This design comes from an exercise in tuning for small area and a short achievable clock period on the open sky130 flow, not from production work.
Function was checked by simulation only, so behaviour that the tests miss may differ from the original.

==> flow/design.v, too long to show whole: its modules and the start of the top module <==
// module test_dsp: 1234 lines
module test_dsp #(parameter width_in1=26, parameter width_in2=14, parameter width_out=40) (
    input clk_i,
    input signed [width_in1:0] a_i,
    input signed [width_in2:0] b_i,
    input signed [width_out:0] pd_pattern1,
    output signed [width_out:0] c_o,
    output reg ones_o
);
  // ...
==> flow/flow/run.sh <==
#!/bin/bash
# Standard ORFS layout, with one extra step between synthesis and floorplan:
# flow/polarity.py removes the polarity inverters that Yosys's full-adder
# extraction leaves between adder cells (full adders are self-dual), and
# swaps gates for their complement cells where that saves an inverter;
# flow/fanout.py then gives the high-fanout Booth digit signals an
# inverter-pair driver.
# Registers and ports are untouched.
set -euo pipefail
cd "$(dirname "$0")/.."
W=$(pwd)
R=$W/orfs/results/${FLOW_PLATFORM}/test_dsp/base
LIB=${FLOW_HOME}/platforms/${FLOW_PLATFORM}/lib/sky130_fd_sc_hd__tt_025C_1v80.lib
# port buffers: a real buffer cell (buffer_ports otherwise picks a delay cell)
export BUFFER_PORTS_ARGS="-buffer_cell sky130_fd_sc_hd__buf_2"
bash standard.sh synth > "$W/run_synth.log" 2>&1
cp "$R/1_2_yosys.v" "$W/1_2_yosys.standard.v"
python3 flow/polarity.py "$LIB" "$W/1_2_yosys.standard.v" "$W/1_2_yosys.polarity.v" > "$W/run_polarity.log" 2>&1
python3 flow/fanout.py 10 "$W/1_2_yosys.polarity.v" "$R/1_2_yosys.v" > "$W/run_fanout.log" 2>&1
rm -f "$R/1_synth.odb" "$R/1_synth.sdc"
bash standard.sh finish > "$W/run_layout.log" 2>&1
==> flow/flow/fanout.py <==
#!/usr/bin/env python3
"""Give high-fanout nets driven by small logic gates a strong driver.

In the Booth partial-product selection each encoded digit signal drives a
whole row of selectors; synthesis leaves it on a weak gate.  For every such
net this pass lets the gate drive a small inverter, which drives a large
inverter that drives the original net (an inverter pair: the function is
unchanged; placement's remove_buffers keeps inverters).

usage: fanout.py MIN_FANOUT in.v out.v
"""
import re
import sys

minfo = int(sys.argv[1])
src = open(sys.argv[2]).read()
cell_re = re.compile(r'^  (sky130_fd_sc_hd__(\w+)) (\S+)\s+\((.*?)\n  \);\n', re.S | re.M)
pin_re = re.compile(r'\.(\w+)\(([^()]*)\)')
OUT = {'X', 'Y', 'Q', 'Q_N', 'SUM', 'COUT', 'HI', 'LO'}
SKIP = re.compile(r'(buf|inv|clkbuf|clkinv|bufinv|dlygate|clkdlybuf|dfxtp|fa|ha|conb)')

cells = []
for m in cell_re.finditer(src):
    cells.append((m.group(2), m.group(3), pin_re.findall(m.group(4)), m.span()))
fan = {}
for short, name, pins, span in cells:
    for p, n in pins:
        if p not in OUT:
            fan[n.strip()] = fan.get(n.strip(), 0) + 1

# logical fanout: count sinks through buffer cells
drv = {}
for short, name, pins, span in cells:
    for p, n in pins:
        if p in OUT:
            drv[n.strip()] = short
loads = {}
for short, name, pins, span in cells:
    for p, n in pins:
        if p not in OUT:
            loads.setdefault(n.strip(), []).append((short, pins))
BUF = re.compile(r'(buf|clkbuf)_\d+$')


def logical_fanout(net, depth=0):
    tot = 0
    for short, pins in loads.get(net, []):
        if BUF.match(short) and depth < 20:
            o = [n for p, n in pins if p in OUT][0].strip()
            tot += logical_fanout(o, depth + 1)
        else:
            tot += 1
    return tot


fan = {n: logical_fanout(n) for n in loads}

hdr = re.search(r'module\s+\w+\s*\((.*?)\);', src, re.S)
ports = set(x.strip() for x in hdr.group(1).split(','))

out = []
pos = 0
wires = []
k = 0
for short, name, pins, span in cells:
    s, e = span
    out.append(src[pos:s])
    pos = e
    text = src[s:e]
    if not SKIP.match(short):
        for p, n in pins:
            key = n.strip()
            if p in OUT and fan.get(key, 0) >= minfo and key.lstrip('\\').split('[')[0].strip() not in ports:
                f = fan[key]
                size = 4 if f <= 16 else 6 if f <= 24 else 8
                a, b = f'fo_{k}_a', f'fo_{k}_b'
                wires += [a, b]
                text = text.replace(f'.{p}({n})', f'.{p}({a})')
                text += (f'  sky130_fd_sc_hd__inv_2 fo_cell_{k}a (\n    .A({a}),\n    .Y({b})\n  );\n'
                         f'  sky130_fd_sc_hd__inv_{size} fo_cell_{k}b (\n    .A({b}),\n    .Y({n})\n  );\n')
                k += 1
    out.append(text)
out.append(src[pos:])
text = ''.join(out)
m = re.search(r'\n  wire ', text)
text = text[:m.start() + 1] + ''.join(f'  wire {w};\n' for w in wires) + text[m.start() + 1:]
open(sys.argv[3], 'w').write(text)
print(f'{k} high-fanout nets given an inverter-pair driver (fanout >= {minfo})')
==> flow/flow/polarity.py <==
#!/usr/bin/env python3
"""Remove polarity inverters from a Yosys gate netlist (sky130hd).

Yosys's extract_fa leaves many inverters between full-adder cells.  A full
adder is self-dual, FA(~a, ~b, ~c) = (~sum, ~carry), so each fa cell may
work on inverted signals; a gate with a complement cell (and2/nand2,
a21o/a21oi, ...) may produce its output inverted.  This pass chooses those
polarities to minimise cell area (the inverters still needed plus the
complement swaps), then rewires the netlist with one shared inverter per
signal whose other polarity is still needed.  Registers, ports and every
other cell keep their function; only combinational cells change.

usage: polarity.py LIB in.v out.v
"""
import random
import re
import sys

lib, fin, fout = sys.argv[1:4]
src = open(fin).read()
libt = open(lib).read()

# --- library: area and pins per cell --------------------------------------
AREA = {}
PINS = {}
for m in re.finditer(r'cell \("sky130_fd_sc_hd__(\w+)"\)\s*\{', libt):
    name = m.group(1)
    nxt = libt.find('cell ("sky130_fd_sc_hd__', m.end())
    body = libt[m.end():nxt if nxt > 0 else len(libt)]
    a = re.search(r'\barea\s*:\s*([\d.]+)', body)
    AREA[name] = float(a.group(1)) if a else 0.0
    ins, outs = set(), set()
    for pm in re.finditer(r'pin \("(\w+)"\)\s*\{(.{0,400})', body, re.S):
        d = re.search(r'direction\s*:\s*"?(\w+)', pm.group(2))
        if d:
            (ins if d.group(1) == 'input' else outs).add(pm.group(1))
    PINS[name] = (ins, outs)

PAIRS = [('and2', 'nand2'), ('and3', 'nand3'), ('and4', 'nand4'), ('or2', 'nor2'),
         ('or3', 'nor3'), ('or4', 'nor4'), ('xor2', 'xnor2'), ('xor3', 'xnor3'),
         ('a21o', 'a21oi'), ('a22o', 'a22oi'), ('a211o', 'a211oi'), ('a31o', 'a31oi'),
         ('a32o', 'a32oi'), ('a221o', 'a221oi'), ('a2111o', 'a2111oi'), ('a311o', 'a311oi'),
         ('a41o', 'a41oi'), ('o21a', 'o21ai'), ('o22a', 'o22ai'), ('o211a', 'o211ai'),
         ('o31a', 'o31ai'), ('o32a', 'o32ai'), ('o221a', 'o221ai'), ('o311a', 'o311ai'),
         ('o2111a', 'o2111ai'), ('o41a', 'o41ai'), ('a21bo', 'a21boi'), ('o21ba', 'o21bai'),
         ('and2b', 'nand2b'), ('or2b', 'nor2b'), ('and3b', 'nand3b'), ('or3b', 'nor3b'),
         ('and4b', 'nand4b'), ('or4b', 'nor4b'), ('and4bb', 'nand4bb'), ('or4bb', 'nor4bb'),
         ('mux2', 'mux2i')]
COMP = {}
for a, b in PAIRS:
    COMP[a] = b
    COMP[b] = a


def complement(short):
    m = re.fullmatch(r'(\w+?)_(\d+)', short)
    if not m or m.group(1) not in COMP:
        return None
    base, drive = COMP[m.group(1)], int(m.group(2))
    drives = sorted(int(re.fullmatch(r'.*_(\d+)', n).group(1)) for n in AREA
                    if re.fullmatch(re.escape(base) + r'_\d+', n))
    cand = [d for d in drives if d >= drive] or drives
    if not cand:
        return None
    c = f'{base}_{cand[0]}'
    if c not in PINS or short not in PINS:
        return None
    if PINS[c][0] != PINS[short][0] or len(PINS[c][1]) != 1 or len(PINS[short][1]) != 1:
        return None
    return c


INV_AREA = AREA['inv_1']

# --- netlist ---------------------------------------------------------------
cell_re = re.compile(r'^  (sky130_fd_sc_hd__(\w+)) (\S+)\s+\((.*?)\n  \);\n', re.S | re.M)
pin_re = re.compile(r'\.(\w+)\(([^()]*)\)')

cells = []
for m in cell_re.finditer(src):
    short = m.group(2)
    pins = pin_re.findall(m.group(4))
    cells.append({'short': short, 'name': m.group(3), 'pins': pins, 'span': m.span()})

# a half adder may be split into xor2/xnor2 + and2/nand2 so that each output
# can take either polarity; both halves are modelled as complement cells
newcells = []
for c in cells:
    if re.fullmatch(r'ha_\d+', c['short']):
        d = dict(c['pins'])
        pid = len(newcells)
        newcells.append({'short': 'xor2_1', 'name': c['name'], 'pins': [('A', d['A']), ('B', d['B']), ('X', d['SUM'])],
                         'span': c['span'], 'ha': (pid, 0, c)})
        newcells.append({'short': 'and2_1', 'name': c['name'], 'pins': [('A', d['A']), ('B', d['B']), ('X', d['COUT'])],
                         'span': None, 'ha': (pid, 1, c)})
    else:
        newcells.append(c)
cells = newcells

hdr = re.search(r'module\s+\w+\s*\((.*?)\);', src, re.S)
ports = set(x.strip() for x in hdr.group(1).split(','))
if re.search(r'^\s*assign\s', src, re.M):
    open(fout, 'w').write(src)
    print('assign statements present; netlist left unchanged')
    sys.exit(0)


def key(n):
    return n.strip()


def is_port_net(k):
    return k.lstrip('\\').split('[')[0].strip() in ports


def outpins(c):
    return PINS.get(c['short'], (set(), {'X', 'Y', 'Q', 'SUM', 'COUT', 'HI', 'LO'}))[1]


driver = {}
for i, c in enumerate(cells):
    for p, n in c['pins']:
        if p in outpins(c):
            driver[key(n)] = i

removable = []
for c in cells:
    ok = False
    if re.fullmatch(r'inv_\d+', c['short']):
        ok = not is_port_net(key(dict(c['pins'])['Y']))
    removable.append(ok)


def root(k):
    par = 0
    while k in driver and removable[driver[k]]:
        k = key(dict(cells[driver[k]]['pins'])['A'])
        par ^= 1
    return k, par


kind = []
comp = []
for i, c in enumerate(cells):
    if removable[i]:
        kind.append(None)
        comp.append(None)
    elif re.fullmatch(r'fa_\d+', c['short']):
        kind.append('fa')
        comp.append(None)
    else:
        cc = complement(c['short'])
        kind.append('comp' if cc else None)
        comp.append(cc)

cons = []
for i, c in enumerate(cells):
    if removable[i]:
        continue
    for j, (p, n) in enumerate(c['pins']):
        if p in outpins(c):
            continue
        r, q = root(key(n))
        cons.append((i, j, r, q))
by_root = {}
for ci, (i, j, r, q) in enumerate(cons):
    by_root.setdefault(r, []).append(ci)
port_roots = {k for k in driver if is_port_net(k)}

flip = [0] * len(cells)


def drv_pol(r):
    d = driver.get(r)
    if d is None or kind[d] is None:
        return 0
    return flip[d]


def need(ci):
    i, j, r, q = cons[ci]
    return q ^ (flip[i] if kind[i] == 'fa' else 0)


def cost_root(r):
    d = drv_pol(r)
    if r in port_roots and d:
        return 1e6
    for ci in by_root.get(r, []):
        if need(ci) != d:
            return INV_AREA
    return 0.0


def cell_cost(i):
    c = cells[i]
    if 'ha' in c:
        pid, half, orig = c['ha']
        if half == 1:
            return 0.0
        fs, fc = flip[pid], flip[pid + 1]
        if not fs and not fc:
            return 0.0
        a = AREA['xnor2_1' if fs else 'xor2_1'] + AREA['nand2_1' if fc else 'and2_1']
        return a - AREA[orig['short']]
    if kind[i] == 'comp' and flip[i]:
        return AREA[comp[i]] - AREA[cells[i]['short']]
    return 0.0


touch = {}
for i, c in enumerate(cells):
    if kind[i] is None:
        continue
    rs = set()
    for p, n in c['pins']:
        k = key(n)
        if p in outpins(c):
            rs.add(k)
        elif kind[i] == 'fa':
            rs.add(root(k)[0])
    touch[i] = rs


def total():
    return sum(cost_root(r) for r in set(by_root) | port_roots) + sum(cell_cost(i) for i in touch)


def owner(i):
    c = cells[i]
    return c['ha'][0] if 'ha' in c else i


def delta(i):
    rs = touch[i]
    o = owner(i)
    c0 = sum(cost_root(r) for r in rs) + cell_cost(o)
    flip[i] ^= 1
    c1 = sum(cost_root(r) for r in rs) + cell_cost(o)
    flip[i] ^= 1
    return c1 - c0


before = total()
rng = random.Random(1)
ids = list(touch)
best_flip = list(flip)
cur = best = before
steps = 60 * len(ids) + 1
for step in range(steps):
    T = max(0.05, 4.0 * (1 - step / steps))
    i = ids[rng.randrange(len(ids))]
    d = delta(i)
    if d <= 0 or rng.random() < pow(2.718281828, -d / T):
        flip[i] ^= 1
        cur += d
        if cur < best - 1e-9:
            best = cur
            best_flip = list(flip)
flip[:] = best_flip
changed = True
while changed:
    changed = False
    for i in ids:
        if delta(i) < -1e-9:
            flip[i] ^= 1
            changed = True
after = total()

# --- rewrite ---------------------------------------------------------------
orig_text = {}
for c in cells:
    for p, n in c['pins']:
        orig_text.setdefault(key(n), n)
newinv = {}
extra_wires, extra_cells = [], []


def net_for(r, want):
    if want == drv_pol(r):
        return orig_text.get(r, r)
    if r not in newinv:
        k = len(newinv)
        nn = f'polinv_{k}'
        newinv[r] = nn
        extra_wires.append(f'  wire {nn};\n')
        extra_cells.append(f'  sky130_fd_sc_hd__inv_1 polinv_cell_{k} (\n'
                           f'    .A({orig_text.get(r, r)}),\n    .Y({nn})\n  );\n')
    return newinv[r]


newpins = {}
for ci, (i, j, r, q) in enumerate(cons):
    newpins[(i, j)] = net_for(r, need(ci))

# size each new inverter by its fanout
fan = {}
for nn in newpins.values():
    fan[nn] = fan.get(nn, 0) + 1
for k, r in enumerate(list(newinv)):
    nn = newinv[r]
    f = fan.get(nn, 0)
    size = 1 if f <= 3 else 2 if f <= 6 else 4 if f <= 12 else 8
    extra_cells[k] = extra_cells[k].replace('sky130_fd_sc_hd__inv_1 ', f'sky130_fd_sc_hd__inv_{size} ', 1)

out = []
pos = 0
nswap = 0
def hname(name, suf):
    if name.startswith('\\'):
        return name.rstrip() + suf + ' '
    return name + suf


for i, c in enumerate(cells):
    if c['span'] is not None:
        s, e = c['span']
        out.append(src[pos:s])
        pos = e
    if removable[i]:
        continue
    if 'ha' in c:
        pid, half, orig = c['ha']
        if half == 1:
            continue
        fs, fc = flip[pid], flip[pid + 1]
        ins = [newpins.get((pid, 0), cells[pid]['pins'][0][1]), newpins.get((pid, 1), cells[pid]['pins'][1][1])]
        ins2 = [newpins.get((pid + 1, 0), cells[pid + 1]['pins'][0][1]), newpins.get((pid + 1, 1), cells[pid + 1]['pins'][1][1])]
        assert ins == ins2
        so, co = cells[pid]['pins'][2][1], cells[pid + 1]['pins'][2][1]
        if not fs and not fc:
            out.append(f'  sky130_fd_sc_hd__{orig["short"]} {c["name"]} (\n    .A({ins[0]}),\n    .B({ins[1]}),\n'
                       f'    .COUT({co}),\n    .SUM({so})\n  );\n')
        else:
            nswap += 1
            st, sp = ('xnor2_1', 'Y') if fs else ('xor2_1', 'X')
            ct, cp = ('nand2_1', 'Y') if fc else ('and2_1', 'X')
            out.append(f'  sky130_fd_sc_hd__{st} {hname(c["name"], "_s")} (\n    .A({ins[0]}),\n    .B({ins[1]}),\n    .{sp}({so})\n  );\n')
            out.append(f'  sky130_fd_sc_hd__{ct} {hname(c["name"], "_c")} (\n    .A({ins[0]}),\n    .B({ins[1]}),\n    .{cp}({co})\n  );\n')
        continue
    short = c['short']
    pins = c['pins']
    if kind[i] == 'comp' and flip[i]:
        nswap += 1
        newshort = comp[i]
        op_old = next(iter(PINS[short][1]))
        op_new = next(iter(PINS[newshort][1]))
        pins = [(op_new if p == op_old else p, n) for p, n in pins]
        short = newshort
    pl = [f'    .{p}({newpins.get((i, j), n)})' for j, (p, n) in enumerate(pins)]
    out.append(f'  sky130_fd_sc_hd__{short} {c["name"]} (\n' + ',\n'.join(pl) + '\n  );\n')
tail = src[pos:]
idx = tail.rfind('endmodule')
out.append(tail[:idx])
out.extend(extra_cells)
out.append(tail[idx:])
text = ''.join(out)
m = re.search(r'\n  wire ', text)
text = text[:m.start() + 1] + ''.join(extra_wires) + text[m.start() + 1:]
open(fout, 'w').write(text)
print(f'inverters removed {sum(removable)}, added {len(newinv)}; complement swaps {nswap}; '
      f'fa flipped {sum(flip[i] for i in ids if kind[i] == "fa")}; '
      f'area cost {before:.1f} -> {after:.1f} (relative)')
==> flow/standard.sh <==
#!/bin/bash
# synth_recipe.tcl (not shown) runs the flow's synth.tcl, then flattens the netlist and writes it again
# the make line also repeats each setting of config.mk as NAME=value (left out here)
make -C /OpenROAD-flow-scripts/flow DESIGN_CONFIG=/design/flow/config.mk WORK_HOME=/design/flow/orfs CLKGATE_MAP_FILE= SYNTH_SCRIPT=/design/flow/synth_recipe.tcl "${@:-finish}"
==> flow/config.mk <==
export PLATFORM = sky130hd
export DESIGN_NAME = test_dsp
export DESIGN_NICKNAME = test_dsp
export VERILOG_FILES = /design/flow/design.v
export SDC_FILE = /design/flow/constraint.sdc
export NUM_CORES = 4
export LEC_CHECK = 0
export ABC_AREA = 1
export CAP_MARGIN = 20
export CORE_MARGIN = 2
export CORE_UTILIZATION = 50
export CTS_BUF_LIST = sky130_fd_sc_hd__clkbuf_8
export CTS_CLUSTER_DIAMETER = 71
export CTS_CLUSTER_SIZE = 12
export SETUP_SLACK_MARGIN = 3.4
export SLEW_MARGIN = 20
==> flow/constraint.sdc <==
create_clock -name core_clock -period 6.5 [get_ports {clk_i}]
set_input_delay 1.3000 -clock core_clock [delete_from_list [all_inputs] [get_ports {clk_i}]]
set_output_delay 1.3000 -clock core_clock [all_outputs]
set_load 0.01 [all_outputs]
==> notes.md, run 1 <==
The end point of the critical path is prod_r[33].

For the global-route track usage on met3, the log shows 3.51%. The worst setup path is launched from a register. At the placement stage, the worst setup path has a slack of 2.23 ns. The cell depth of the worst flop-to-flop path is 14.

The final design utilization is 57.3%. TritonCTS built the clock tree. The setup check on the worst reg-to-reg path leaves a slack of 3.35 ns. By startpoint and endpoint, the worst setup path is classified as register to register. The detailed router used layers up to and including met4. Leaving out fill and tap cells, the most frequent cell in the layout is xor2_1. In this run the standard cell core region covers 30700 um2.

Counting buffers and inverters, the worst setup path is 14 cells deep. The largest registers in the layout are pat_r (41), prod_r (41), eqp_r (6). The flow ran to the end and the layout has no timing, DRC or antenna violations. The most utilized layer in the global route result was met2. The initialized floorplan defines 64 standard-cell rows. Counting tap cells, the placed design contains a total of 1998 instances. The largest single stage delay on the critical path is 0.61 ns. For this design the top-level I/O count stands at 126. The die covers 32800 um2. The first global-routing pass estimated 61100 um of wire. Number of warnings reported in the yosys synthesis log: 1. For the pin with the worst max-slew slack, the measured transition is 0.545 ns. For the worst clock skew, the log shows 0.0255 ns. For the number of antenna violations at the first check in global routing, the log shows 0. For the pin count of the biggest net entering global routing, the log shows 32. After detailed placement, the total cell area comes to 16700 um2. The run gives 1041 as the multi-input gate count. The synthesized instance count is 1557. The routed length per instance was 18.6 um.

Of the available clock period, the critical path in the final layout requires 48.5%. In the routed design, unresolved DRC markers number 0. In the routed layout, each cell is associated on average with a via count of 5.37.

The detailed router put a total of 16900 um of wire on met1.
==> run 2, diff against run 1 <==
--- a/flow/flow/run.sh
+++ b/flow/flow/run.sh
@@ -4,4 +4,8 @@
 # extraction leaves between adder cells (full adders are self-dual), and
-# swaps gates for their complement cells where that saves an inverter;
-# flow/fanout.py then gives the high-fanout Booth digit signals an
+# swaps gates for their complement cells where that saves an inverter.
+# Before that, flow/cpafix.py splits the full adders Yosys made of the final
+# adder's last step (sum and carry of s_i, c_i and the prefix carry) into
+# xor2 + a21o, so the late prefix carry passes one gate.
+# After it, flow/fapins.py puts each full adder's latest input on its
+# fastest pin (CIN), and flow/fanout.py gives the high-fanout Booth digit signals an
 # inverter-pair driver.
@@ -17,4 +21,6 @@
 cp "$R/1_2_yosys.v" "$W/1_2_yosys.standard.v"
-python3 flow/polarity.py "$LIB" "$W/1_2_yosys.standard.v" "$W/1_2_yosys.polarity.v" > "$W/run_polarity.log" 2>&1
-python3 flow/fanout.py 10 "$W/1_2_yosys.polarity.v" "$R/1_2_yosys.v" > "$W/run_fanout.log" 2>&1
+python3 flow/cpafix.py "$W/1_2_yosys.standard.v" "$W/1_2_yosys.cpafix.v" > "$W/run_cpafix.log" 2>&1
+python3 flow/polarity.py "$LIB" "$W/1_2_yosys.cpafix.v" "$W/1_2_yosys.polarity.v" > "$W/run_polarity.log" 2>&1
+python3 flow/fapins.py "$W/1_2_yosys.polarity.v" "$W/1_2_yosys.fapins.v" > "$W/run_fapins.log" 2>&1
+python3 flow/fanout.py 10 "$W/1_2_yosys.fapins.v" "$R/1_2_yosys.v" > "$W/run_fanout.log" 2>&1
 rm -f "$R/1_synth.odb" "$R/1_synth.sdc"
==> flow/flow/cpafix.py (new file) <==
#!/usr/bin/env python3
"""Split full adders that share two inputs with a half adder.

Yosys's full-adder extraction turns the last step of the final adder,
sum_i = (s_i ^ c_i) ^ G and carry = s_i & c_i | (s_i ^ c_i) & G, into a
full-adder cell on (s_i, c_i, G), although s_i ^ c_i and s_i & c_i already
exist as a half adder and G, the prefix carry, arrives last.  Such a full
adder is replaced by xor2(HA.SUM, G) and a21o(HA.SUM, G, HA.COUT): the same
function, less area, and G passes one gate instead of a full adder.

usage: cpafix.py in.v out.v
"""
import re
import sys

src = open(sys.argv[1]).read()
cell_re = re.compile(r'^  sky130_fd_sc_hd__(\w+) (\S+)\s+\((.*?)\n  \);\n', re.S | re.M)
pin_re = re.compile(r'\.(\w+)\(([^()]*)\)')

cells = []
for m in cell_re.finditer(src):
    pins = dict((p, n) for p, n in pin_re.findall(m.group(3)))
    cells.append((m.group(1), m.group(2), pins, m.span()))
has = {}
for short, name, pins, span in cells:
    if re.fullmatch(r'ha_\d+', short):
        has[frozenset((pins['A'].strip(), pins['B'].strip()))] = pins


def sub(name, suf):
    return name.rstrip() + suf + ' ' if name.startswith('\\') else name + suf


out = []
pos = 0
n = 0
for short, name, pins, span in cells:
    s, e = span
    out.append(src[pos:s])
    pos = e
    text = src[s:e]
    if re.fullmatch(r'fa_\d+', short) and 'SUM' in pins and 'COUT' in pins:
        ins = [pins['A'], pins['B'], pins['CIN']]
        for a, b, z in ((0, 1, 2), (0, 2, 1), (1, 2, 0)):
            h = has.get(frozenset((ins[a].strip(), ins[b].strip())))
            if h is not None and ins[a].strip() != ins[b].strip():
                g = ins[z]
                text = (f'  sky130_fd_sc_hd__xor2_1 {sub(name, "_s")} (\n    .A({h["SUM"]}),\n    .B({g}),\n'
                        f'    .X({pins["SUM"]})\n  );\n'
                        f'  sky130_fd_sc_hd__a21o_1 {sub(name, "_c")} (\n    .A1({h["SUM"]}),\n    .A2({g}),\n'
                        f'    .B1({h["COUT"]}),\n    .X({pins["COUT"]})\n  );\n')
                n += 1
                break
    out.append(text)
out.append(src[pos:])
open(sys.argv[2], 'w').write(''.join(out))
print(f'{n} full adders split into xor2 + a21o')
==> flow/flow/fapins.py (new file) <==
#!/usr/bin/env python3
"""Put each full adder's latest-arriving input on its fastest pin.

The inputs A, B and CIN of a sky130 full adder are interchangeable (sum and
carry are symmetric functions), but CIN reaches SUM and COUT fastest and A
slowest.  With a rough arrival-time estimate (inputs and register outputs at
fixed times, a fixed delay per cell) this pass reconnects each full adder so
that its latest input is on CIN and its earliest on A.

usage: fapins.py in.v out.v
"""
import re
import sys

sys.setrecursionlimit(100000)
src = open(sys.argv[1]).read()
cell_re = re.compile(r'^  sky130_fd_sc_hd__(\w+) (\S+)\s+\((.*?)\n  \);\n', re.S | re.M)
pin_re = re.compile(r'\.(\w+)\(([^()]*)\)')
OUT = {'X', 'Y', 'Q', 'Q_N', 'SUM', 'COUT', 'HI', 'LO'}

cells = []
for m in cell_re.finditer(src):
    cells.append((m.group(1), m.group(2), pin_re.findall(m.group(3)), m.span()))
drv = {}
for i, (short, name, pins, span) in enumerate(cells):
    for p, n in pins:
        if p in OUT:
            drv[n.strip()] = (i, p)


def delay(short, pin_out):
    if re.fullmatch(r'fa_\d+', short):
        return 0.5 if pin_out == 'SUM' else 0.42
    if re.fullmatch(r'ha_\d+', short):
        return 0.3
    if re.match(r'(inv|clkinv)_', short):
        return 0.07
    if re.match(r'(buf|clkbuf)_', short):
        return 0.15
    if re.match(r'x(n)?or', short):
        return 0.22
    return 0.18


arr = {}


def arrival(net):
    if net in arr:
        return arr[net]
    arr[net] = 0.0
    d = drv.get(net)
    if d is None:
        a = 1.1                       # primary input (after its input delay)
    else:
        i, p = d
        short, name, pins, span = cells[i]
        if short.startswith('df'):
            a = 0.35
        else:
            a = max([arrival(n.strip()) for q, n in pins if q not in OUT] or [0.0]) + delay(short, p)
    arr[net] = a
    return a


out = []
pos = 0
moved = 0
for short, name, pins, span in cells:
    s, e = span
    out.append(src[pos:s])
    pos = e
    text = src[s:e]
    if re.fullmatch(r'fa_\d+', short):
        d = dict(pins)
        ins = sorted([d['A'], d['B'], d['CIN']], key=lambda n: arrival(n.strip()))
        if ins != [d['A'], d['B'], d['CIN']]:
            moved += 1
        text = (f'  sky130_fd_sc_hd__{short} {name} (\n    .A({ins[0]}),\n    .B({ins[1]}),\n'
                f'    .CIN({ins[2]}),\n    .COUT({d["COUT"]}),\n    .SUM({d["SUM"]})\n  );\n')
    out.append(text)
out.append(src[pos:])
open(sys.argv[2], 'w').write(''.join(out))
print(f'{moved} full adders had their inputs reordered')
==> run 2 against run 1 <==
  * Flip-flop and latch count stayed put
  * Area after synthesis is 0.55% lower
  * Routed wire length is 0.90% lower
  * Sequential share of layout area is 0.33 points higher
  * Cell count is 1.2% higher
  * Count of clock-buffer cells in the layout is 2 higher
  * Via count is 0.80% higher
  * Non-clock buffer count is 10 lower
  * Maximum frequency is 3.6% higher
  * Worst hold slack worse by 0.013 ns
==> notes.md, run 2 <==
The layout overhead on the synthesized area was 11.4% (was 12.2%); the total routing usage reported by global routing was 23.3% (was 23.4%). The floorplan core area was 30700 um2 (about the same).

The tools report the final count of pins violating max slew as 0 (unchanged). The tools report the aggregate negative setup slack as 0 ns (unchanged). Reg-to-reg endpoint: prod_r[33] (unchanged).

Root cell of the clock tree: clkbuf_8 (unchanged). The fraction of the cycle the final worst path needs is 46.8% (was 48.5%), and the first-pass iteration count of the detailed router is 5 (was 7). Most common library cell in the layout ignoring fill and taps: xor2_1 (unchanged). The run gives 15600 um2 (was 15700 um2) as the post-synthesis cell area. The tools report the number of global-route vias before repair as 11200 (was 11400).

For the final design utilization, the log shows 56.7% (was 57.3%). Critical register-to-register path startpoint: r1_c13_2 (was r1_c26_0). Ordered list of cells on the worst path: buf_2 -> buf_12 -> nor2_1 -> a21oi_2 -> inv_2 -> inv_8 -> o22ai_2 -> xor2_1 -> fa_2 -> inv_1 -> fa_2 (was fa_1 -> fa_1 -> ha_4 -> and2_1 -> nand2_2 -> inv_1 -> nand2_1 -> inv_1 -> a21oi_4 -> nand2_4 -> inv_4 -> inv_6 -> fa_2 -> xor2_1).

For the worst clock skew, the log shows 0.0253 ns (was 0.0255 ns). The initial cell density of the core is 50.9% (was 51.0%), and the number of clock buffers inserted by TritonCTS is 23 (unchanged). The most numerous cell type found on the critical path is fa_2.

The achievable clock frequency came out at 329 MHz (was 317 MHz). The element type at the critical path end was a register (unchanged). Global placer's final weighted congestion: 0.855 (was 0.825). The worst min-delay path category is register to register (unchanged).

Setup-violating endpoint count in the final report: 0 (unchanged). The largest incremental delay on the critical path was 0.57 ns (was 0.61 ns). Setup repair after global routing could not meet its margin everywhere.

The normalized max-slew margin was 41.1% (was 63.6%); the placed wire-length estimate was 27100 um (was 27000 um). Clock edge transition at the registers on the reported setup and hold paths: 0.08 ns (about the same). The critical path class is primary input to register (was register to register). The maximum fanout count along the critical path is 28 (was 4), and the required time of the critical path is 6.98 ns (was 6.94 ns). For the area of all sequential standard cells, the log shows 4390 um2 (about the same). The tools report the end point of the critical path as r1_c36_1 (was prod_r[33]). The pin count of the biggest net entering global routing is 30 (was 32). The routed length per instance was 18.2 um (was 18.6 um); the clock net sink count was 219 (unchanged). For the deepest clock path buffer count, the log shows 3 (unchanged). The run gives 32600 um2 (was 32800 um2) as the area enclosed by the die boundary. The setup slack of the worst register-to-register path is 3.49 ns (was 3.35 ns). The antenna diode instance count is 0 (unchanged), and the vias per cell is 5.35 (was 5.37). The flow ran to the end and the layout has no timing, DRC or antenna violations.

Registers with the highest flip-flop counts: pat_r (41), prod_r (41), eqp_r (6) (unchanged). The number of maximum-capacitance violations was 0 (unchanged); the net count after synthesis was 1895 (was 1888). The horizontal extent of the die was 181 um (about the same); the remaining antenna violation count after routing was 0 (unchanged).

The source-to-sink clock delay at the later pin of the worst-skew pair was 0.56 ns (was 0.55 ns). Total number of vias: 11100 (was 11000). Number of endpoints with negative hold slack in the final report: 0 (unchanged). The number of hold buffers added after cts was 0 (unchanged); the global route total overflow was 0 (unchanged). The post-route DRC violation count came out at 0 (unchanged).

The number of cells on the worst hold path was 2 (unchanged). The wire length of the first global-routing pass was 61100 um (about the same); the layout net count was 1971 (was 1973). Master of the slowest instance on the critical path: fa_2 (was fa_1). Iteration-0 DRC count of the detailed router: 711 (was 693). The logs give 2782 (was 2767) for the fill cell total of the finished layout and 1 (unchanged) for the CTS H-tree depth. The layout cell share with drive strength beyond 1 is 24.3% (was 25.8%), and the cell depth of the worst flop-to-flop path is 18 (was 14).

The count of input and output buffers came out at 125 (unchanged). The run gives 126 (unchanged) as the number of primary I/O pins. For the number of core rows, the log shows 64 (unchanged).

The worst endpoint data arrival time is 3.53 ns (was 3.59 ns). Launch point of the worst path: b_i[13] (was r1_c26_0). TritonCTS built the clock tree.

The detailed-route wire length is 37600 um (was 38000 um), and the number of warnings reported in the yosys synthesis log is 1 (unchanged). The tools report the critical path launch point type as a primary input (was a register). Slew at the pin with the worst max-slew slack: 0.878 ns (was 0.545 ns). The number of antenna violations at the first check in global routing was 0 (unchanged). The synthesized area per cell was 9.81 um2 (was 10.1 um2); the synthesized instance count was 1591 (was 1557). The time the worst path needs with I/O delays and setup is 3.04 ns (was 3.15 ns), and the total area of multi-input combinational cells is 10400 um2 (was 10500 um2). The overall die height came out at 181 um (about the same). Commonest cells after routing, fill and taps aside: xor2_1, dfxtp_1, inv_1 (was xor2_1, dfxtp_1, fa_1).
## run 2: critical path: cells and delay by family
family,cells,cell delay (ns)
buffers and inverters,5,0.63
XOR/XNOR,1,0.19
AO/OA/AOI/OAI,2,0.21
adder cells (fa/ha/maj),2,1.08
AND/OR/NAND/NOR,1,0.11
## run 2: per-layer routing
layer  global-route usage [%]  wire (um)  vias to the layer above
met5                        0          0                        -
met4                     4.32        672                        0
met3                     3.07       2130                       45
met2                     37.6      17400                      334
met1                     33.7      17400                     5379
li1                         -          -                     5293
## run 2: area by class of cell
class / count / share of cell area, %
inverter: 222 / 5.94
tap: 396 / 2.85
sequential: 219 / 25.2
multi-input combinational: 1068 / 59.6
clock inverter: 3 / 0.137
timing repair buffer: 131 / 4.20
timing repair inverter: 2 / 0.0648
clock buffer: 25 / 1.98
## run 2: worst min-delay path by stage
| stage | slack [ns] | endpoint | from |
|---|---|---|---|
| 6_report | 0.42 | ones_o | eqp_r[1] |
| 5_1_grt | 0.45 | ones_o | eqp_r[1] |
| 4_1_cts | 0.42 | ones_o | eqp_r[1] |
| 3_5_place_dp | 0.41 | ones_o | eqp_r[1] |
| 3_3_place_gp | 0.42 | ones_o | eqp_r[1] |
| 2_1_floorplan | 0.40 | ones_o | eqp_r[1] |
## run 2: what timing repair did
item	CTS	global route
cloned	2	0
setup endpoints to repair	88	40
setup buffers	2	1
pin swaps	3	13
endpoints found under the hold margin	0	0
gates resized for setup	28	35
## run 2: through the flow
step / instance area, um2 / instances / hold WS [ns] / setup WS, ns
6_report: 17400 / 2066 / 0.424 / 3.46
5_1_grt: 17400 / 2066 / 0.452 / 3.34
4_1_cts: 17200 / 2065 / 0.419 / 3.41
3_5_place_dp: 16700 / 2033 / 0.410 / 2.42
3_3_place_gp: 16700 / 2033 / 0.421 / 2.46
2_1_floorplan: 16200 / 1591 / 0.400 / 3.14
==> run 3, diff against run 2 <==
--- a/flow/config.mk
+++ b/flow/config.mk
@@ -14,3 +14,3 @@
 export CTS_CLUSTER_SIZE = 12
-export SETUP_SLACK_MARGIN = 3.4
+export SETUP_SLACK_MARGIN = 3.3
 export SLEW_MARGIN = 20
==> run 3 against run 2 <==
  * Final area down 0.83%
  * Utilization fell by 0.47 points
  * Still clean on timing, DRC and antenna
  * Clock skew down 0.0017 ns
  * Critical path depth fell by 1
==> notes.md, run 3 <==
The run finished with no timing, DRC or antenna violations. The logs give 0 (unchanged) for the number of maximum-capacitance violations and 0 (unchanged) for the global route total overflow. Master of the slowest instance on the critical path: fa_1 (was fa_2).

Registers with the highest flip-flop counts: pat_r (41), prod_r (41), eqp_r (6) (unchanged). The first-pass iteration count of the detailed router is 5 (unchanged), and the vias per cell is 5.35 (about the same). The run gives 16600 um2 (was 16700 um2) as the placed standard-cell area. The tools report the required time of the critical path as 6.94 ns (was 6.98 ns). Ordered list of cells on the worst path: buf_4 -> nor2_2 -> or2_4 -> inv_4 -> inv_8 -> o22ai_2 -> xor2_1 -> fa_1 -> inv_1 -> fa_1 (was buf_2 -> buf_12 -> nor2_1 -> a21oi_2 -> inv_2 -> inv_8 -> o22ai_2 -> xor2_1 -> fa_2 -> inv_1 -> fa_2). The run gives 0.56 ns (about the same) as the source-to-sink clock delay at the later pin of the worst-skew pair. The largest incremental delay on the critical path was 0.45 ns (was 0.57 ns); the number of standard cells in the layout, taps in and fillers out was 2072 (was 2066). The routed length per instance was 18.1 um (was 18.2 um); the normalized max-slew margin was 38.1% (was 41.1%). The slew at the pin with the worst max-slew slack came out at 0.922 ns (was 0.878 ns).

Critical path class: primary input to register (unchanged). The placed wire-length estimate was 27000 um (was 27100 um). The element type at the critical path end was a register (unchanged). The pin count of the biggest net entering global routing came out at 32 (was 30). The run gives 56.2% (was 56.7%) as the final design utilization. The maximum fanout count along the critical path is 27 (was 28).

The total routing usage reported by global routing was 23.2% (was 23.3%); the aggregate negative setup slack was 0 ns (unchanged). The layout overhead on the synthesized area works out to 10.5% (was 11.4%). The worst setup margin is 3.36 ns (was 3.46 ns), and the synthesized instance count is 1591 (unchanged).

The layout cell share with drive strength beyond 1 was 22.0% (was 24.3%); the remaining antenna violation count after routing was 0 (unchanged). For the hold slack, the log shows 0.430 ns (was 0.424 ns). The fraction of the cycle the final worst path needs came out at 48.3% (was 46.8%). Most repeated library cell on the critical path: fa_1 (was fa_2). The run gives 0 (unchanged) as the setup-violating endpoint count in the final report. The tools report the number of antenna violations at the first check in global routing as 0 (unchanged). The number of hold buffers added after cts is 0 (unchanged), and the critical path buffer and inverter count is 4 (was 5).

The number of warnings reported in the yosys synthesis log was 1 (unchanged). The tools report the deepest clock path buffer count as 3 (unchanged). Commonest cells after routing, fill and taps aside: xor2_1, dfxtp_1, inv_1 (unchanged). The tools report the detailed-route wire length as 37600 um (about the same).

The count of input and output buffers works out to 125 (unchanged). The tools report the net count after synthesis as 1895 (unchanged). For the initial cell density of the core, the log shows 50.9% (unchanged). The root cell of the clock tree was clkbuf_8 (unchanged). The horizontal extent of the die was 181 um (unchanged).

The clock edge transition at the registers on the reported setup and hold paths came out at 0.08 ns (about the same). The tools report the number of clock buffers inserted by TritonCTS as 24 (was 23). The worst clock skew is 0.0236 ns (was 0.0253 ns), and the post-route DRC violation count is 0 (unchanged). The final count of pins violating max slew was 0 (unchanged).

The logs give 0.823 (was 0.855) for the global placer's final weighted congestion and 2.29 ns (was 2.42 ns) for the post-placement setup slack. TritonCTS built the clock tree. The iteration-0 DRC count of the detailed router is 665 (was 711), and the overall die height is 181 um (unchanged).

Worst min-delay path category: register to register (unchanged). The synthesized area per cell works out to 9.81 um2 (unchanged).

The CTS H-tree depth is 1 (unchanged). The worst endpoint data arrival time is 3.57 ns (was 3.53 ns). The critical path launch point type is a primary input (unchanged). The wire length of the first global-routing pass is 61000 um (was 61100 um), and the number of core rows is 64 (unchanged). For the layout net count, the log shows 1973 (was 1971). Setup repair after global routing left no endpoint under its margin. The time the worst path needs with I/O delays and setup is 3.14 ns (was 3.04 ns).

The floorplan core area was 30700 um2 (unchanged). The antenna diode instance count came out at 0 (unchanged). The run gives 15600 um2 (unchanged) as the post-synthesis cell area. Area enclosed by the die boundary: 32600 um2 (unchanged).

The total number of vias was 11100 (about the same). The run gives 126 (unchanged) as the number of primary I/O pins. The most common library cell in the layout ignoring fill and taps was xor2_1 (unchanged). The post-placement cell count was 2032 (was 2033). Cell class contributing the biggest share of worst-path delay: adder cells (unchanged).

The number of global-route vias before repair is 11400 (was 11200). The clock net sink count came out at 219 (unchanged). The tools report the achievable clock frequency as 319 MHz (was 329 MHz). For the final instance area, the log shows 17200 um2 (was 17400 um2). The tools report the number of endpoints with negative hold slack in the final report as 0 (unchanged).
## run 3: cell count changes in the layout (fill, tap and decap cells not counted), sizes merged
cell    change
clkinv      +1
clkbuf      +1
inv         +2
buf         +2
## run 3: metal layers
metal,vias up,GRT usage [%],part of all wire [%]
met2,325,37.5,46
met5,-,0,0
met1,5409,33.1,46
met3,53,3.19,5.8
li1,5305,-,-
met4,0,5.71,2.2
## run 3: layout make-up
| class | count | area [um2] |
|---|---|---|
| clock buffers | 26 | 358 |
| clock inverters | 7 | 48.8 |
| fillers | 2790 | 13400 |
| inverters | 222 | 1020 |
| multi-input cells | 1068 | 10200 |
| flip-flops and latches | 219 | 4380 |
| well taps | 396 | 495 |
| repair buffers | 133 | 727 |
| repair inverters | 1 | 7.51 |
## run 3: timing repair
action                                  CTS  global route
gates resized for setup                  14            21
pin swaps                                 0             9
buffers inserted                          0             6
endpoints found under the setup margin   77            35
gates cloned                              1             0
## run 3: path summary, 6_finish.rpt
kind,from,cells past startpoint,endpoint,slack [ns]
setup / recovery,b_i[3],10,r1_c25_3,3.36
hold / removal,eqp_r[1],2,ones_o,0.43
setup reg to reg,r1_c13_4,16,prod_r[33],3.43
hold reg to reg,eqp_r[1],2,ones_o,0.43
## run 3: worst min-delay path, delay by kind of cell (launching register included)
family / cells / cell delay [ns]
flops: 1 / 0.30
simple gates: 2 / 0.09
==> run 4, diff against run 3 <==
--- a/flow/flow/polarity.py
+++ b/flow/flow/polarity.py
@@ -128,3 +128,3 @@
     ok = False
-    if re.fullmatch(r'inv_\d+', c['short']):
+    if re.fullmatch(r'(clk)?inv_\d+', c['short']):
         ok = not is_port_net(key(dict(c['pins'])['Y']))
--- a/flow/config.mk
+++ b/flow/config.mk
@@ -14,3 +14,3 @@
 export CTS_CLUSTER_SIZE = 12
-export SETUP_SLACK_MARGIN = 3.3
+export SETUP_SLACK_MARGIN = 3.4
 export SLEW_MARGIN = 20
==> run 4 against run 3 <==
  * Still clean on timing, DRC and antenna
  * Worst setup slack improved by 0.11 ns
  * Synthesized cell count increased by 0.31%
  * Area after synthesis rose by 0.21%
  * Worst hold slack worse by 0.0011 ns
  * Sequential share of layout area down 0.23 points
  * Register-to-register slack improved by 0.04 ns
  * Global-route usage increased by 0.20 points
  * Critical endpoint is now prod_r[33]
==> notes.md, run 4 <==
The post-synthesis cell area was 15600 um2 (about the same); the number of endpoints with negative hold slack in the final report was 0 (unchanged). The global route total overflow is 0 (unchanged). Root cell of the clock tree: clkbuf_8 (unchanged). The number of cells on the worst hold path is 2 (unchanged), and the number of antenna violations at the first check in global routing is 0 (unchanged). The logs give 30700 um2 (unchanged) for the floorplan core area and 1899 (was 1895) for the net count after synthesis. The clock edge transition at the registers on the reported setup and hold paths was 0.08 ns (about the same); the normalized max-slew margin was 55.0% (was 38.1%).

The run gives 0 (unchanged) as the antenna diode instance count. The logs give 11500 (was 11400) for the number of global-route vias before repair and 11100 (about the same) for the total number of vias. The tools report the achievable clock frequency as 330 MHz (was 319 MHz). The start point of the worst min-delay path was eqp_r[1] (unchanged).

The tools report the number of maximum-capacitance violations as 0 (unchanged). The initial cell density of the core is 51.0% (was 50.9%), and the post-route DRC violation count is 0 (unchanged). The required time of the critical path was 6.96 ns (was 6.94 ns); the setup slack of the worst register-to-register path was 3.47 ns (was 3.43 ns).

The slew at the pin with the worst max-slew slack is 0.673 ns (was 0.922 ns), and the maximum fanout count along the critical path is 9 (was 27). The overall die height works out to 181 um (about the same). Vias per cell: 5.36 (was 5.35). For the number of primary I/O pins, the log shows 126 (unchanged). The number of clock buffers inserted by TritonCTS came out at 24 (unchanged).

The critical path launch point type was a register (was a primary input). The worst min-delay path category was register to register (unchanged). The tools report the destination of the worst hold path as ones_o (unchanged).

The run gives 5 (unchanged) as the first-pass iteration count of the detailed router. The run gives 0.0391 ns (was 0.0236 ns) as the worst clock skew. The layout overhead on the synthesized area is 11.3% (was 10.5%), and the pin count of the biggest net entering global routing is 32 (unchanged).

The logs give 23.4% (was 23.2%) for the total routing usage reported by global routing and 4390 um2 (was 4380 um2) for the area of all sequential standard cells. The number of core rows is 64 (unchanged), and the fraction of the cycle the final worst path needs is 46.6% (was 48.3%). The run gives 0 (unchanged) as the number of hold buffers added after cts. The time the worst path needs with I/O delays and setup is 3.03 ns (was 3.14 ns), and the area enclosed by the die boundary is 32700 um2 (was 32600 um2). The detailed-route wire length is 38100 um (was 37600 um). Reg-to-reg endpoint: prod_r[33] (unchanged). For the worst endpoint data arrival time, the log shows 3.49 ns (was 3.57 ns). For the global placer's final weighted congestion, the log shows 0.809 (was 0.823). Number of warnings reported in the yosys synthesis log: 1 (unchanged).

The most common library cell in the layout ignoring fill and taps was xor2_1 (unchanged). The run gives 1 (unchanged) as the CTS H-tree depth. The run gives 2.29 ns (about the same) as the post-placement setup slack. The run gives 0 ns (unchanged) as the aggregate negative setup slack.

The final count of pins violating max slew is 0 (unchanged). The worst setup margin was 3.47 ns (was 3.36 ns); the count of input and output buffers was 125 (unchanged). The element type at the critical path end was a register (unchanged). The wire length of the first global-routing pass was 61600 um (was 61000 um). The critical path class was register to register (was primary input to register).

Setup repair after global routing could not meet its margin everywhere. The run gives 0.58 ns (was 0.56 ns) as the source-to-sink clock delay at the later pin of the worst-skew pair. The placed wire-length estimate came out at 26900 um (was 27000 um). Layout cell share with drive strength beyond 1: 23.9% (was 22.0%). The run finished with no timing, DRC or antenna violations.

The tools report the setup-violating endpoint count in the final report as 0 (unchanged). The master of the slowest instance on the critical path is fa_1 (unchanged). Commonest cells after routing, fill and taps aside: xor2_1, dfxtp_1, inv_1 (unchanged).

The global-route met1 utilization came out at 34.1% (was 33.1%). The cell depth of the worst flop-to-flop path is 13 (was 16). Clock net sink count: 219 (unchanged). TritonCTS built the clock tree. The tools report the critical register-to-register path startpoint as r1_c21_0 (was r1_c13_4).

Routed length per instance: 18.4 um (was 18.1 um). Ordered list of cells on the worst path: fa_1 -> fa_1 -> ha_1 -> nand2_1 -> nand2_1 -> a21oi_2 -> nand2_4 -> a21oi_4 -> nand2_4 -> inv_6 -> inv_8 -> a21o_1 -> xor2_1 (was buf_4 -> nor2_2 -> or2_4 -> inv_4 -> inv_8 -> o22ai_2 -> xor2_1 -> fa_1 -> inv_1 -> fa_1). The largest incremental delay on the critical path was 0.56 ns (was 0.45 ns).

The layout net count came out at 1975 (was 1973). The remaining antenna violation count after routing came out at 0 (unchanged). The horizontal extent of the die was 181 um (about the same). The most utilized layer in the global route result is met2 (unchanged).

Registers with the highest flip-flop counts: pat_r (41), prod_r (41), eqp_r (6) (unchanged). The synthesized area per cell is 9.79 um2 (was 9.81 um2). The iteration-0 DRC count of the detailed router came out at 747 (was 665). The deepest clock path buffer count was 3 (unchanged). The logs give 0.429 ns (was 0.430 ns) for the hold slack and 10300 um2 (was 10200 um2) for the total area of multi-input combinational cells.

The tools report the fill cell total of the finished layout as 2760 (was 2790). The global-route track usage on met3 was 3.51% (was 3.19%). The global routing usage on met2 is 37.0% (was 37.5%), and the synthesized instance count is 1596 (was 1591).
## run 4: cell count changes in the layout (fill, tap and decap cells not counted), moves of 3 or more
cell      previous run  this run
inv_2               12        18
o22ai_1            142       134
buf_4               10         5
fa_1               155       147
clkinv_1             5         0
ha_1                48        42
inv_1              159       155
o22ai_2             64        72
buf_8                0         3
ha_2                 2         5
fa_2                11        19
## run 4: worst max-delay path: cells and delay by family (launching register included)
family / cells / cell delay [ns]
and+or+nand+nor: 4 / 0.42
AOI/OAI and AO/OA: 3 / 0.55
xor gates and xnor gates: 1 / 0.15
DFF: 1 / 0.32
buffers and inverters: 2 / 0.14
adders and majority gates: 3 / 1.36
## run 4: cell type report
cell class,instances,share of cell area (%)
timing repair inverter,1,0.0216
tap,396,2.85
sequential,219,25.2
timing repair buffer,131,4.29
clock buffer,26,2.06
multi-input combinational,1070,59.3
clock inverter,5,0.237
inverter,225,6.03
## run 4: stage by stage
stage | instance area, um2 | instances | utilization [%]
floorplan | 16200 | 1596 | -
global placement | 16700 | 2035 | 54.5
detailed placement | 16700 | 2035 | 54.5
CTS | 17200 | 2072 | 56.2
global route | 17400 | 2073 | 56.7
finish | 17400 | 2073 | 56.7
## run 4: routing by layer
layer / vias to the layer above / share of wire, %
met5: - / 0
met2: 382 / 46
met4: 0 / 1.8
met3: 44 / 6.4
li1: 5299 / -
met1: 5386 / 46
## run 4: how the worst max path moves through the flow
| stage | startpoint | to | slack [ns] | cells past startpoint |
|---|---|---|---|---|
| CTS | b_i[9] | r1_c22_3 | 3.38 | 9 |
| global placement | b_i[9] | r1_c22_3 | 2.36 | 9 |
| global route | r1_c26_1 | prod_r[33] | 3.36 | 14 |
| finish | r1_c21_0 | prod_r[33] | 3.47 | 13 |
| floorplan | b_i[9] | r1_c27_3 | 3.14 | 12 |
| detailed placement | b_i[9] | r1_c22_3 | 2.29 | 9 |
## run 4: timing repair
action,4_1_cts,5_1_grt
setup buffers,5,1
gates resized for setup,26,35
gates cloned,1,0
endpoints found under the setup margin,94,40
pin swaps,3,4
==> run 5, diff against run 4 <==
--- a/flow/flow/run.sh
+++ b/flow/flow/run.sh
@@ -24,3 +24,3 @@
 python3 flow/fapins.py "$W/1_2_yosys.polarity.v" "$W/1_2_yosys.fapins.v" > "$W/run_fapins.log" 2>&1
-python3 flow/fanout.py 10 "$W/1_2_yosys.fapins.v" "$R/1_2_yosys.v" > "$W/run_fanout.log" 2>&1
+python3 flow/fanout.py 7 "$W/1_2_yosys.fapins.v" "$R/1_2_yosys.v" > "$W/run_fanout.log" 2>&1
 rm -f "$R/1_synth.odb" "$R/1_synth.sdc"
==> run 5 against run 4 <==
  * Cell count increased by 0.43%
  * Highest routed layer unchanged
  * Synthesized cell count increased by 0.13%
  * Critical endpoint is now r1_c8_1
  * Flip-flop and latch count unchanged
  * Maximum frequency decreased by 0.88%
  * Critical path depth decreased by 4
  * Still clean
  * Critical path type is now primary input to register
==> notes.md, run 5 <==
The number of clock buffers inserted by TritonCTS is 25 (was 24), and the global-route track usage on met3 is 4.62% (was 3.51%). The number of standard cells in the layout, taps in and fillers out was 2082 (was 2073). For the worst clock skew, the log shows 0.0263 ns (was 0.0391 ns). The placed standard-cell area is 16700 um2 (about the same). Global route total overflow: 0 (unchanged).

The run gives 0 (unchanged) as the post-route DRC violation count. The maximum fanout count along the critical path works out to 27 (was 9). The tools report the area of all sequential standard cells as 4390 um2 (about the same). The master of the slowest instance on the critical path was fa_2 (was fa_1). The final instance area came out at 17500 um2 (was 17400 um2). For the placed wire-length estimate, the log shows 27100 um (was 26900 um). The area enclosed by the die boundary is 32700 um2 (about the same).

The global routing usage on met2 is 37.4% (was 37.0%), and the cell depth of the worst flop-to-flop path is 7 (was 13). Worst min-delay path category: register to register (unchanged). The worst endpoint data arrival time is 3.57 ns (was 3.49 ns).

The number of hold buffers added after cts is 0 (unchanged), and the detailed-route wire length is 38500 um (was 38100 um). The post-placement setup slack is 2.18 ns (was 2.29 ns). The synthesized area per cell is 9.79 um2 (about the same). The floorplan core area came out at 30700 um2 (unchanged). The routed length per instance was 18.5 um (was 18.4 um).

The remaining antenna violation count after routing is 0 (unchanged), and the clock edge transition at the registers on the reported setup and hold paths is 0.08 ns (about the same). Most utilized layer in the global route result: met2 (unchanged). The logs give 1598 (was 1596) for the synthesized instance count and 1981 (was 1975) for the layout net count. The slew at the pin with the worst max-slew slack works out to 0.762 ns (was 0.673 ns). The final design utilization was 57.2% (was 56.7%); the first-pass iteration count of the detailed router was 5 (unchanged). The number of endpoints with negative hold slack in the final report was 0 (unchanged). The count of input and output buffers works out to 125 (unchanged).

Ordered list of cells on the worst path: buf_6 -> nor2_2 -> or2_4 -> inv_4 -> inv_8 -> o22ai_1 -> xor2_1 -> fa_1 -> fa_2 (was fa_1 -> fa_1 -> ha_1 -> nand2_1 -> nand2_1 -> a21oi_2 -> nand2_4 -> a21oi_4 -> nand2_4 -> inv_6 -> inv_8 -> a21o_1 -> xor2_1). The run gives 33.8% (was 34.1%) as the global-route met1 utilization. The root cell of the clock tree was clkbuf_8 (unchanged). The run gives 3.45 ns (was 3.47 ns) as the worst setup margin. The global placer's final weighted congestion came out at 0.830 (was 0.809).

The pin count of the biggest net entering global routing is 32 (unchanged), and the critical path buffer and inverter count is 3 (was 2). The clock net sink count was 219 (unchanged). The deepest clock path buffer count was 3 (unchanged); the time the worst path needs with I/O delays and setup was 3.05 ns (was 3.03 ns).

Hold slack: 0.486 ns (was 0.429 ns). The most common library cell in the layout ignoring fill and taps was xor2_1 (unchanged). The run finished with no timing, DRC or antenna violations. The iteration-0 DRC count of the detailed router is 746 (was 747). The number of cells on the worst hold path came out at 2 (unchanged).

The vias per cell works out to 5.37 (was 5.36). Setup repair after global routing could not meet its margin everywhere. The aggregate negative setup slack is 0 ns (unchanged), and the post-placement cell count is 2037 (was 2035). The overall die height came out at 181 um (about the same).

The critical path launch point type was a primary input (was a register). Critical path class: primary input to register (was register to register). The normalized max-slew margin is 48.8% (was 55.0%), and the source-to-sink clock delay at the later pin of the worst-skew pair is 0.57 ns (was 0.58 ns).

The logs give 7.02 ns (was 6.96 ns) for the required time of the critical path and 11200 (was 11100) for the total number of vias. The achievable clock frequency is 328 MHz (was 330 MHz). The critical path depth in cells is 9 (was 13).

Cell class contributing the biggest share of worst-path delay: adder cells (unchanged). Post-synthesis cell area: 15600 um2 (about the same). Total routing usage reported by global routing: 23.6% (was 23.4%). For the number of maximum-capacitance violations, the log shows 0 (unchanged).

The number of antenna violations at the first check in global routing is 0 (unchanged), and the wire length of the first global-routing pass is 61900 um (was 61600 um). The number of warnings reported in the yosys synthesis log was 1 (unchanged). The layout cell share with drive strength beyond 1 was 24.9% (was 23.9%). The horizontal extent of the die is 181 um (about the same), and the net count after synthesis is 1901 (was 1899). Largest incremental delay on the critical path: 0.58 ns (was 0.56 ns). The antenna diode instance count is 0 (unchanged).

The tools report the setup-violating endpoint count in the final report as 0 (unchanged). The run gives 0 (unchanged) as the final count of pins violating max slew. Registers with the highest flip-flop counts: pat_r (41), prod_r (41), eqp_r (6) (unchanged). The run gives 11500 (about the same) as the number of global-route vias before repair.

The fill cell total of the finished layout is 2757 (was 2760), and the number of primary I/O pins is 126 (unchanged). The run gives 64 (unchanged) as the number of core rows. The element type at the critical path end is a register (unchanged).

The layout overhead on the synthesized area was 12.2% (was 11.3%). TritonCTS built the clock tree. Fraction of the cycle the final worst path needs: 47.0% (was 46.6%). The total area of multi-input combinational cells is 10400 um2 (was 10300 um2).

For the initial cell density of the core, the log shows 51.0% (about the same). Commonest cells after routing, fill and taps aside: xor2_1, dfxtp_1, inv_1 (unchanged). The tools report the CTS H-tree depth as 1 (unchanged).
## run 5: changes by cell type in the layout (fill, tap and decap cells not counted), moves of 3 or more
cell     before  now
buf_8         3    0
ha_1         42   37
ha_4          6    9
nand2_1     135  132
## run 5: timing repair
item | 4_1_cts | 5_1_grt
setup buffers | 3 | 5
gates cloned | 1 | 1
hold endpoints to repair | 0 | 0
resized for setup | 23 | 55
endpoints found under the setup margin | 94 | 42
pin swaps | 3 | 20
## run 5: layout make-up
type | instances | area share [%]
sequential | 219 | 25.0
inverter | 227 | 6.04
tap | 396 | 2.82
clock buffer | 26 | 2.04
timing repair inverter | 1 | 0.0214
timing repair buffer | 134 | 4.51
multi-input combinational | 1070 | 59.2
clock inverter | 9 | 0.357
## run 5: layer usage
metal / up-vias / routed length (um)
li1: 5317 / -
met1: 5451 / 17600
met2: 352 / 17600
met3: 50 / 2540
met4: 0 / 767
met5: - / 0
## run 5: worst register-to-register path, cell delays in order (launching register included)
cell and delay (ns):
dfxtp_1 0.32, fa_1 0.49, fa_1 0.55, inv_1 0.07
fa_1 0.50, and2_1 0.13, o2111ai_1 0.14, nor3_1 0.66
## run 5: path summary, 6_finish.rpt
| path | slack, ns | end | start |
|---|---|---|---|
| worst max-delay path | 3.45 | r1_c8_1 | b_i[1] |
| worst min-delay path | 0.49 | ones_o | eqp_r[1] |
| worst max register to register | 3.46 | eqp_r[5] | r1_c34_0 |
| worst min register to register | 0.49 | ones_o | eqp_r[1] |

-- what the ideal ports hide --
The flow's constraints put no driver on any port. The routed layouts listed below were extracted and timed again, unchanged, in two steps. Step 1 (the two cells are an assumption about what drives the block):
set clk [get_ports {clk_i}]
set_driving_cell -lib_cell sky130_fd_sc_hd__clkbuf_16 $clk
set_driving_cell -lib_cell sky130_fd_sc_hd__buf_2 [delete_from_list [all_inputs] $clk]
Step 2 also shifts input and output timing later by t, the mid clock arrival at the registers, as if the neighbouring blocks saw the same clock. a / b / c = ideal / step 1 / step 2; a / b = the first two.
| run | t (ns) | setup WS [ns] | pins driven straight from the clock port |
|---|---|---|---|
| run 1 | 0.585 | 3.349 / 3.349 / 2.869 | 1 |
| run 2 | 0.595 | 3.458 / 3.452 / 2.857 | 1 |
| run 3 | 0.589 | 3.362 / 3.378 / 2.789 | 1 |
| run 4 | 0.607 | 3.474 / 3.465 / 2.857 | 1 |
| run 5 | 0.607 | 3.447 / 3.388 / 2.781 | 1 |
After both steps every run listed still meets setup and hold. The setup slack of run 5, which loses most, moves by -0.059 ns with the drivers and by -0.666 ns with both steps.
